This design comes from an exercise in tuning for small area on the open sky130 flow, not from production work. Where RTL was checked, it was by simulation tests only, not by an equivalence proof against the original. The clock port is modelled as an ideal driver, which makes a skipped or thinned clock tree look cheaper than it is; a real chip needs a root buffer or a tree. No activity file was given, so power comes from the tool's default toggle rates.

## the baseline
==> flow/design.v <==
module perceptron_uart (
    input  wire rst_n,
    input  wire clk,
    input  wire rx,
    output wire tx
);
    reg [4:0] p;                  
    reg [5:0] j;                  
    wire rev_end = (p == 5'd31);
    always @(posedge clk) begin
        p <= p + 5'd1;
        j <= (j == 6'd0) ? 6'd32 : j - 6'd1;
    end
    reg rxs;                      
    reg rxm, txm;                 
    reg txq;                      
    reg [2:0] bc;                 
    wire clr = (bc == 3'd6);
    reg [5:0] q;                  
    reg [3:0] k;                  
    reg [1:0] op;                 
    reg bb;                       
    assign tx = txq;
    wire tick = rev_end && (q == 6'd38);
    wire idle = !rxm && !txm;
    wire start = idle && !rxs;
    reg [31:0] wr;
    reg [32:0] ir;
    wire wt = wr[0];
    wire it = ir[32];
    wire [3:0] a = p[3:0];
    wire valid = !j[5] && (j[4] != p[4]);      
    wire [3:0] tgt = {~bc[0], k[2:0]};
    wire sel_in = op[1] & op[0];
    wire [4:0] cmpv = sel_in ? {~j[4], j[3:0]} : p;
    wire hit = (cmpv == {bc[1], tgt}) && !(sel_in && j[5]);
    wire dwin = !k[3] && !bc[2];              
    wire ins = rxm && dwin && hit;
    wire w_in = !clr && ((ins && !op[0]) ? bb : wt);
    wire i_in = !clr && ((ins &&  op[0]) ? bb : it);
    always @(posedge clk) begin
        wr <= {w_in, wr[31:1]};
        ir <= {ir[31:0], i_in};
    end
    reg [4:0] ca, cb;             
    reg cr;                       
    wire a15 = (a == 4'd15);
    wire b15 = (j[3:0] == 4'd15);
    wire pp = (wt & it) ^ (a15 ^ b15);
    wire cst = (p == 5'd0) && (j == 6'd0);    
    wire inc = valid ? pp : cst;
    wire [4:0] an = ca + {4'd0, inc & !p[4]};
    wire [4:0] bn = cb + {4'd0, inc &  p[4]};
    wire sbit = an[0] ^ bn[0] ^ cr;
    wire cout = (an[0] & bn[0]) | (cr & (an[0] ^ bn[0]));
    always @(posedge clk) begin
        if (rev_end) begin
            if (j == 6'd17) begin             
                ca <= 5'd0;
                cb <= 5'd0;
            end else begin
                ca <= {1'b0, an[4:1]};
                cb <= {1'b0, bn[4:1]};
            end
            cr <= (j == 6'd29) ? 1'b0 : cout;  
        end else begin
            ca <= an;
            cb <= bn;
        end
    end
    wire [5:0] rn = {2'b00, ~bc[0], k[2:0]};
    wire [5:0] rcol = (rn < 6'd3) ? rn + 6'd30 : rn - 6'd3;
    wire [2:0] e = k[2:0];
    wire cbit = (e == 3'd0) ? op[1] :
                (e == 3'd2) || (e == 3'd5) || (e == 3'd6);
    wire expb = op[1] ? (k == 4'd3 || k == 4'd4) : (k == 4'd1);
    always @(posedge clk) begin
        if (start) q <= 6'd19;
        else if (rev_end) q <= (q == 6'd38) ? 6'd0 : q + 6'd1;
        if (start) k <= 4'd14;
        else if (tick) begin
            if ((rxm && k == 4'd7) || (txm && k == 4'd9)) k <= 4'd0;
            else k <= k + 4'd1;
        end
        if (rxm && tick && bc == 3'd7) begin
            if (k == 4'd15) op[0] <= rxs;
            else if (k == 4'd0) op[1] <= rxs;
            else if (k <= 4'd6 && rxs != expb) op <= 2'b00;
        end
        if (rxm) begin
            if (tick) bb <= rxs;
        end else if (txm && !k[3]) begin
            if (bc == 3'd7) bb <= cbit;
            else if (!bc[2]) begin
                if (hit) bb <= wt;
            end else if (rev_end && j == rcol) bb <= sbit;
        end
    end
    always @(posedge clk or negedge rst_n) begin
        if (!rst_n) begin
            rxs <= 1'b1;
            rxm <= 1'b0;
            txm <= 1'b0;
            txq <= 1'b1;
            bc  <= 3'd6;
        end else begin
            rxs <= rx;
            if (tick && rxm && clr) bc <= 3'd7;
            if (start) rxm <= 1'b1;
            if (rxm && tick && k == 4'd7) begin
                rxm <= 1'b0;
                if (bc == 3'd7) begin
                    if (op == 2'b01) begin
                        txm <= 1'b1;
                        txq <= 1'b0;
                    end else if (op[1]) begin
                        bc <= 3'd0;
                    end
                end else if (bc == 3'd3) begin
                    txm <= 1'b1;
                    txq <= 1'b0;
                    bc  <= 3'd7;
                end else begin
                    bc <= bc + 3'd1;
                end
            end
            if (txm && tick) begin
                if (!k[3]) txq <= bb;
                else if (k == 4'd8) txq <= 1'b1;
                else if ((bc == 3'd7 && op[1]) || bc == 3'd5) begin
                    txm <= 1'b0;
                    bc  <= 3'd7;
                end else begin
                    txq <= 1'b0;
                    bc  <= bc + 3'd1;
                end
            end
        end
    end
endmodule
clock: 12.0 ns
lec_check: 0
cap_margin: 20
core_margin: 2
core_utilization: 40
slew_margin: 20
run.sh (not shown) runs the stock make flow with config.mk's settings and CLKGATE_MAP_FILE= SYNTH_SCRIPT=/design/flow/synth_recipe.tcl, a recipe that flattens the netlist after the stock synthesis.
The baseline completed; timing, DRC and antenna clean
[inputs] the candidate vs the baseline
--- a/flow/design.v
+++ b/flow/design.v
@@ -6,15 +6,15 @@
 );
     reg [4:0] p;                  
-    reg [5:0] j;                  
+    reg [5:0] m;                  
     wire rev_end = (p == 5'd31);
     always @(posedge clk) begin
         p <= p + 5'd1;
-        j <= (j == 6'd0) ? 6'd32 : j - 6'd1;
+        if (rev_end) m <= m[5] ? 6'd0 : m + 6'd1;
     end
     reg rxs;                      
     reg rxm, txm;                 
+    reg clr;                      
     reg txq;                      
     reg [2:0] bc;                 
-    wire clr = (bc == 3'd6);
     reg [5:0] q;                  
     reg [3:0] k;                  
@@ -30,9 +30,10 @@
     wire it = ir[32];
     wire [3:0] a = p[3:0];
-    wire valid = !j[5] && (j[4] != p[4]);      
+    wire [5:0] d = m - {2'b00, a};
+    wire valid = (d[5:4] == 2'b00);           
     wire [3:0] tgt = {~bc[0], k[2:0]};
     wire sel_in = op[1] & op[0];
-    wire [4:0] cmpv = sel_in ? {~j[4], j[3:0]} : p;
-    wire hit = (cmpv == {bc[1], tgt}) && !(sel_in && j[5]);
+    wire [3:0] cmpv = sel_in ? d[3:0] : a;
+    wire hit = (p[4] == bc[1]) && (cmpv == tgt) && (!sel_in || valid);
     wire dwin = !k[3] && !bc[2];              
     wire ins = rxm && dwin && hit;
@@ -46,7 +47,7 @@
     reg cr;                       
     wire a15 = (a == 4'd15);
-    wire b15 = (j[3:0] == 4'd15);
+    wire b15 = (d[3:0] == 4'd15);
     wire pp = (wt & it) ^ (a15 ^ b15);
-    wire cst = (p == 5'd0) && (j == 6'd0);    
+    wire cst = (m == 6'd16) && (a == 4'd0);   
     wire inc = valid ? pp : cst;
     wire [4:0] an = ca + {4'd0, inc & !p[4]};
@@ -56,5 +57,5 @@
     always @(posedge clk) begin
         if (rev_end) begin
-            if (j == 6'd17) begin             
+            if (m[5]) begin
                 ca <= 5'd0;
                 cb <= 5'd0;
@@ -63,5 +64,5 @@
                 cb <= {1'b0, bn[4:1]};
             end
-            cr <= (j == 6'd29) ? 1'b0 : cout;  
+            cr <= (m >= 6'd12) ? cout : 1'b0;
         end else begin
             ca <= an;
@@ -69,6 +70,5 @@
         end
     end
-    wire [5:0] rn = {2'b00, ~bc[0], k[2:0]};
-    wire [5:0] rcol = (rn < 6'd3) ? rn + 6'd30 : rn - 6'd3;
+    wire [5:0] rcol = 6'd12 + {2'b00, ~bc[0], k[2:0]};
     wire [2:0] e = k[2:0];
     wire cbit = (e == 3'd0) ? op[1] :
@@ -94,5 +94,5 @@
             else if (!bc[2]) begin
                 if (hit) bb <= wt;
-            end else if (rev_end && j == rcol) bb <= sbit;
+            end else if (rev_end && m == rcol) bb <= sbit;
         end
     end
@@ -102,9 +102,10 @@
             rxm <= 1'b0;
             txm <= 1'b0;
+            clr <= 1'b1;
             txq <= 1'b1;
-            bc  <= 3'd6;
+            bc  <= 3'd7;
         end else begin
             rxs <= rx;
-            if (tick && rxm && clr) bc <= 3'd7;
+            if (tick && rxm) clr <= 1'b0;
             if (start) rxm <= 1'b1;
             if (rxm && tick && k == 4'd7) begin
[summary]
- Taking the candidate over the baseline, the average cell area after synthesis ratio works out to 1.07.
- The baseline and the candidate ended up with roughly the same clock edge transition at the registers on the reported setup and hold paths.
- The candidate: clock network fraction of design power higher than the baseline
- Number of placed instances with taps included was lower in the candidate than in the baseline.
- Leakage power of the design on the candidate is behind the baseline.
- | number of standard cells after synthesis | the candidate vs the baseline | about 5.7% lower |
- Taking the baseline as the reference, in the candidate number of design-rule violations left by the first detailed-router iteration shows a reduction of 39, hold slack shows no meaningful change.
- On sequential share of layout area: the candidate sits above the baseline.
- From the candidate to the baseline, number of iterations in the first detailed-routing pass did not move at all.
- The baseline → the candidate: worst setup margin has remained practically unchanged, total detailed-routing wirelength has decreased.


v7:
perceptron_uart, a different RTL version from the one above (not shown whole).
For scale: about 330 cells after synthesis, ~4 I/O pins.
==> module perceptron_uart, before the edit <==
module perceptron_uart (
    input  wire rst_n,
    input  wire clk,
    input  wire rx,
    output wire tx
);
    reg [4:0] p;                  
    reg [5:0] j;                  
    wire rev_end = (p == 5'd31);
    always @(posedge clk) begin
        p <= p + 5'd1;
        j <= (j == 6'd0) ? 6'd32 : j - 6'd1;
    end
    wire rxs = rx;                
    reg rxm, txm;                 
    reg txq;                      
    reg [2:0] bc;                 
    wire clr = (bc == 3'd6);
    reg [5:0] q;                  
    reg [3:0] k;                  
    reg [1:0] op;                 
    reg bb;                       
    assign tx = txq;
    wire tick = rev_end && (q == 6'd63);
    wire idle = !rxm && !txm;
    wire start = idle && !rxs;
    reg [31:0] wr;
    reg [32:0] ir;
    wire wt = wr[0];
    wire it = ir[32];
    wire [3:0] a = p[3:0];
    wire valid = !j[5] && (j[4] != p[4]);      
    wire [3:0] tgt = {~bc[0], k[2:0]};
    wire sel_in = op[1] & op[0];
    wire [4:0] cmpv = sel_in ? {~j[4], j[3:0]} : p;
    wire hit = (cmpv == {bc[1], tgt}) && !(sel_in && j[5]);
    wire dwin = !k[3] && !bc[2];              
    wire ins = rxm && dwin && hit;
    wire w_in = !clr && ((ins && !op[0]) ? bb : wt);
    wire i_in = !clr && ((ins &&  op[0]) ? bb : it);
    always @(posedge clk) begin
        wr <= {w_in, wr[31:1]};
        ir <= {ir[31:0], i_in};
    end
    reg [4:0] ca, cb;             
    reg cr;                       
    wire a15 = (a == 4'd15);
    wire b15 = (j[3:0] == 4'd15);
    wire pp = (wt & it) ^ (a15 ^ b15);
    wire cst = (p == 5'd1) && j[5];           
    wire inc = valid ? pp : cst;
    wire [4:0] an = ca + {4'd0, inc & !p[4]};
    wire [4:0] bn = cb + {4'd0, inc &  p[4]};
    wire sbit = an[0] ^ bn[0] ^ cr;
    wire cout = (an[0] & bn[0]) | (cr & (an[0] ^ bn[0]));
    always @(posedge clk) begin
        if (rev_end) begin
            if (j == 6'd17) begin             
                ca <= 5'd0;
                cb <= 5'd0;
            end else begin
                ca <= {1'b0, an[4:1]};
                cb <= {1'b0, bn[4:1]};
            end
            cr <= (j == 6'd29) ? 1'b0 : cout;  
        end else begin
            ca <= an;
            cb <= bn;
        end
    end
    wire [5:0] rn = {2'b00, ~bc[0], k[2:0]};
    wire [5:0] jp3 = j + 6'd3;
    wire rmatch = (jp3[5:4] == 2'b00 && jp3[3:0] == rn[3:0]) ||
                  (jp3[5:2] == 4'b1000 && rn[3:2] == 2'b00 && rn[1:0] != 2'd3 && jp3[1:0] == rn[1:0] + 2'd1);
    wire [2:0] e = k[2:0];
    wire cbit = (e == 3'd0) ? op[1] :
                (e == 3'd2) || (e == 3'd5) || (e == 3'd6);
    wire expb = op[1] ? (k == 4'd3 || k == 4'd4) : (k == 4'd1);
    always @(posedge clk) begin
        if (start) q <= 6'd44;
        else if (rev_end) q <= (q == 6'd63) ? 6'd25 : q + 6'd1;
        if (start) k <= 4'd14;
        else if (tick) begin
            if ((rxm && k == 4'd7) || (txm && k == 4'd9)) k <= 4'd0;
            else k <= k + 4'd1;
        end
        if (rxm && tick && bc == 3'd7) begin
            if (k == 4'd15) op[0] <= rxs;
            else if (k == 4'd0) op[1] <= rxs;
            else if (k <= 4'd6 && rxs != expb) op <= 2'b00;
        end
        if (rxm) begin
            if (tick) bb <= rxs;
        end else if (txm && !k[3]) begin
            if (bc == 3'd7) bb <= cbit;
            else if (!bc[2]) begin
                if (hit) bb <= wt;
            end else if (rev_end && rmatch) bb <= sbit;
        end
    end
    always @(posedge clk or negedge rst_n) begin
        if (!rst_n) begin
            rxm <= 1'b0;
            txm <= 1'b0;
            txq <= 1'b1;
            bc  <= 3'd6;
        end else begin
            if (tick && rxm && clr) bc <= 3'd7;
            if (start) rxm <= 1'b1;
            if (rxm && tick && k == 4'd7) begin
                rxm <= 1'b0;
                if (bc == 3'd7) begin
                    if (op == 2'b01) begin
                        txm <= 1'b1;
                        txq <= 1'b0;
                    end else if (op[1]) begin
                        bc <= 3'd0;
                    end
                end else if (bc == 3'd3) begin
                    txm <= 1'b1;
                    txq <= 1'b0;
                    bc  <= 3'd7;
                end else begin
                    bc <= bc + 3'd1;
                end
            end
            if (txm && tick) begin
                if (!k[3]) txq <= bb;
                else if (k == 4'd8) txq <= 1'b1;
                else if ((bc == 3'd7 && op[1]) || bc == 3'd5) begin
                    txm <= 1'b0;
                    bc  <= 3'd7;
                end else begin
                    txq <= 1'b0;
                    bc  <= bc + 3'd1;
                end
            end
        end
    end
endmodule
Settings: LEC_CHECK=0, CAP_MARGIN=20, CORE_MARGIN=2, CORE_UTILIZATION=60, SLEW_MARGIN=20; clock period 12.0 ns.
standard.sh (not shown) runs the stock make flow with config.mk's settings and CLKGATE_MAP_FILE= SYNTH_SCRIPT=/design/flow/synth_recipe.tcl, a recipe that flattens the netlist after the stock synthesis.
==> flow/flow/run.sh <==
#!/bin/bash
# Own layout flow: the standard ORFS flow (standard.sh) with three changes:
#  - an area-oriented ABC script for the combinational logic, and adders left
#    to ABC instead of the half/full-adder map (registers are mapped exactly as
#    in the standard synthesis: the dfflibmap step is untouched);
#  - plain buf_1 cells as the port buffers;
#  - a flat clock distribution (mycts.tcl) in place of clock_tree_synthesis:
#    a few clock buffers, all fed straight from the clk port, each driving one
#    group of registers, so every register sees the same buffer delay.
# Every tool's output stays in the ORFS logs under orfs/logs; make's own output
# goes to standard.log.
set -euo pipefail
W=$(pwd)
rm -rf "$W/scripts_mod"
cp -r "$FLOW_HOME/scripts" "$W/scripts_mod"
cp "$W/flow/abc_area.script" "$W/scripts_mod/abc_area.script"
# swap the clock_tree_synthesis call for the flat distribution
sed -i "s|^log_cmd clock_tree_synthesis {\*}\$cts_args|source $W/flow/mycts.tcl|" "$W/scripts_mod/cts.tcl"
grep -q "mycts.tcl" "$W/scripts_mod/cts.tcl"
bash "$W/standard.sh" SCRIPTS_DIR="$W/scripts_mod" ABC_AREA=1 ADDER_MAP_FILE= \
    "BUFFER_PORTS_ARGS=-buffer_cell sky130_fd_sc_hd__buf_1" \
    "MY_CLK_BUF=$(cat "$W/flow/clkbuf.txt")" finish > "$W/standard.log" 2>&1
Other scripts of this flow, unchanged in this note and not shown: flow/flow/abc_area.script, flow/flow/clkbuf.txt, flow/flow/mycts.tcl
For v24, these inputs were changed with respect to v7:
==> flow/design.v <==
module perceptron_uart (
    input  wire rst_n,
    input  wire clk,
    input  wire rx,
    output wire tx
);
    reg [4:0] p;                  
    reg [5:0] j;                  
    wire rev_end = (p == 5'd31);
    always @(posedge clk) begin
        p <= p + 5'd1;
        j <= (j == 6'd0) ? 6'd32 : j - 6'd1;
    end
    wire rxs = rx;                
    reg rxm, txm;                 
    reg txq;                      
    reg [2:0] bc;                 
    wire clr = (bc == 3'd6);
    reg [5:0] q;                  
    reg [3:0] k;                  
    reg [1:0] op;                 
    reg bb;                       
    assign tx = txq;
    wire tick = rev_end && (q == 6'd63);
    wire idle = !rxm && !txm;
    wire start = idle && !rxs;
    reg [31:0] wr;
    reg [32:0] ir;
    wire wt = wr[0];
    wire it = ir[32];
    wire [3:0] a = p[3:0];
    wire valid = !j[5] && (j[4] != p[4]);      
    wire [3:0] tgt = {~bc[0], k[2:0]};
    wire sel_in = op[1] & op[0];
    wire [4:0] cmpv = sel_in ? {~j[4], j[3:0]} : p;
    wire hit = (cmpv == {bc[1], tgt}) && !(sel_in && j[5]);
    wire dwin = !k[3] && !bc[2];              
    wire ins = rxm && dwin && hit;
    wire w_in = !clr && ((ins && !op[0]) ? bb : wt);
    wire i_in = !clr && ((ins &&  op[0]) ? bb : it);
    always @(posedge clk) begin
        wr <= {w_in, wr[31:1]};
        ir <= {ir[31:0], i_in};
    end
    reg [4:0] ca, cb;             
    reg cr;                       
    wire a15 = (a == 4'd15);
    wire b15 = (j[3:0] == 4'd15);
    wire pp = (wt & it) ^ (a15 ^ b15);
    wire cst = (p == 5'd1) && j[5];           
    wire inc = valid ? pp : cst;
    wire [4:0] an = ca + {4'd0, inc & !p[4]};
    wire [4:0] bn = cb + {4'd0, inc &  p[4]};
    wire sbit = ca[0] ^ bn[0] ^ cr;           
    wire cout = (ca[0] & bn[0]) | (cr & (ca[0] ^ bn[0]));
    always @(posedge clk) begin
        if (rev_end) begin
            ca <= {1'b0, an[4:1]};
            cb <= {1'b0, bn[4:1]};
            cr <= (j == 6'd29) ? 1'b0 : cout;  
        end else begin
            ca <= an;
            cb <= bn;
        end
    end
    reg sb;
    always @(posedge clk) if (rev_end) sb <= sbit;
    wire [2:0] e = k[2:0];
    wire cbit = (e == 3'd0) ? op[1] :
                (e == 3'd2) || (e == 3'd5) || (e == 3'd6);
    wire expb = op[1] ? (k == 4'd3 || k == 4'd4) : (k == 4'd1);
    always @(posedge clk) begin
        if (start) q <= 6'd44;
        else if (rev_end) q <= (q == 6'd63) ? 6'd25 : q + 6'd1;
        if (start) k <= 4'd14;
        else if (tick) begin
            if ((rxm && k == 4'd7) || (txm && k == 4'd9)) k <= 4'd0;
            else k <= k + 4'd1;
        end
        if (rxm && tick && bc == 3'd7) begin
            if (k == 4'd15) op[0] <= rxs;
            else if (k == 4'd0) op[1] <= rxs;
            else if (k <= 4'd6 && rxs != expb) op <= 2'b00;
        end
        if (rxm) begin
            if (tick) bb <= rxs;
        end else if (txm && !k[3]) begin
            if (bc == 3'd7 || (bc == 3'd4 && op[1])) bb <= cbit;
            else if (hit && (!bc[2] || j == 6'd29)) bb <= bc[2] ? sb : wt;
        end
    end
    always @(posedge clk or negedge rst_n) begin
        if (!rst_n) begin
            rxm <= 1'b0;
            txm <= 1'b0;
            txq <= 1'b1;
            bc  <= 3'd6;
        end else begin
            if (tick && rxm && clr) bc <= 3'd7;
            if (start) rxm <= 1'b1;
            if (rxm && tick && k == 4'd7) begin
                rxm <= 1'b0;
                if (bc == 3'd3 || (bc == 3'd7 && op == 2'b01)) begin
                    txm <= 1'b1;
                    txq <= 1'b0;
                end
                if (bc != 3'd7 || op[1]) bc <= bc + 3'd1;
            end
            if (txm && tick) begin
                if (!k[3]) txq <= bb;
                else if (k == 4'd8) txq <= 1'b1;
                else if ((bc == 3'd4 && op[1]) || bc == 3'd5) begin
                    txm <= 1'b0;
                    bc  <= 3'd7;
                end else begin
                    txq <= 1'b0;
                    bc  <= bc + 3'd1;
                end
            end
        end
    end
endmodule
## What came out
v24 vs. v7: post-synthesis compound-gate area fraction went down 2.8 points; share of the cycle needed by the critical path after routing held; setup slack went down 0.0060 ns; final wirelength went down 810 um.
The sequential cell area share reported for v24 is greater than that of v7 by 3.4 points.
In the tables for v24 and v7, register-to-register slack reads lower with v24.
Re final standard cell area without fillers: v24 and v7 aren't equal, and the lower value belongs to v24.
Comparing v24 and v7, power is lower on v7.
Lower area of the multi-input gates among v24 and v7: v24
Going from v7 to v24, the cell count was found to have gone down by 23.
For v7, only the layout was checked, not whether the RTL still works. In every run of this note, the design's own scripts or RTL, not TritonCTS, make the clock network.

-- re-timing with driven ports --
No port has a modelled driver above. Below, the same layouts with a new extraction and two added sets of constraints. Step 1 assumes that a clkbuf_16 drives the clock port and a buf_2 every other input. Step 2 times the ports against the registers' clock, not the clock port: input delays grow and output delays shrink by t, the midpoint of the rising clock arrivals with the driver on. Slacks: ideal ports / drivers / drivers and shift; pairs: ideal ports / drivers.
run | t, ns | setup slack, ns | clock arrival spread, ns | slew at the worst register clock pin (ns)
the baseline | 0.388 | 8.173 / 8.141 / 8.529 | 0.018 / 0.017 | 0.11 / 0.11
the candidate | 0.388 | 8.173 / 8.143 / 8.236 | 0.013 / 0.014 | 0.11 / 0.11
v7 | 0.390 | 8.534 / 8.505 / 8.507 | 0.017 / 0.017 | 0.11 / 0.11
v24 | 0.393 | 8.528 / 8.501 / 8.561 | 0.022 / 0.023 | 0.12 / 0.12
After both steps setup and hold are still met in every run listed. For v7, which loses most, drivers alone change the setup slack by -0.029 ns; drivers and shift together by -0.027 ns.
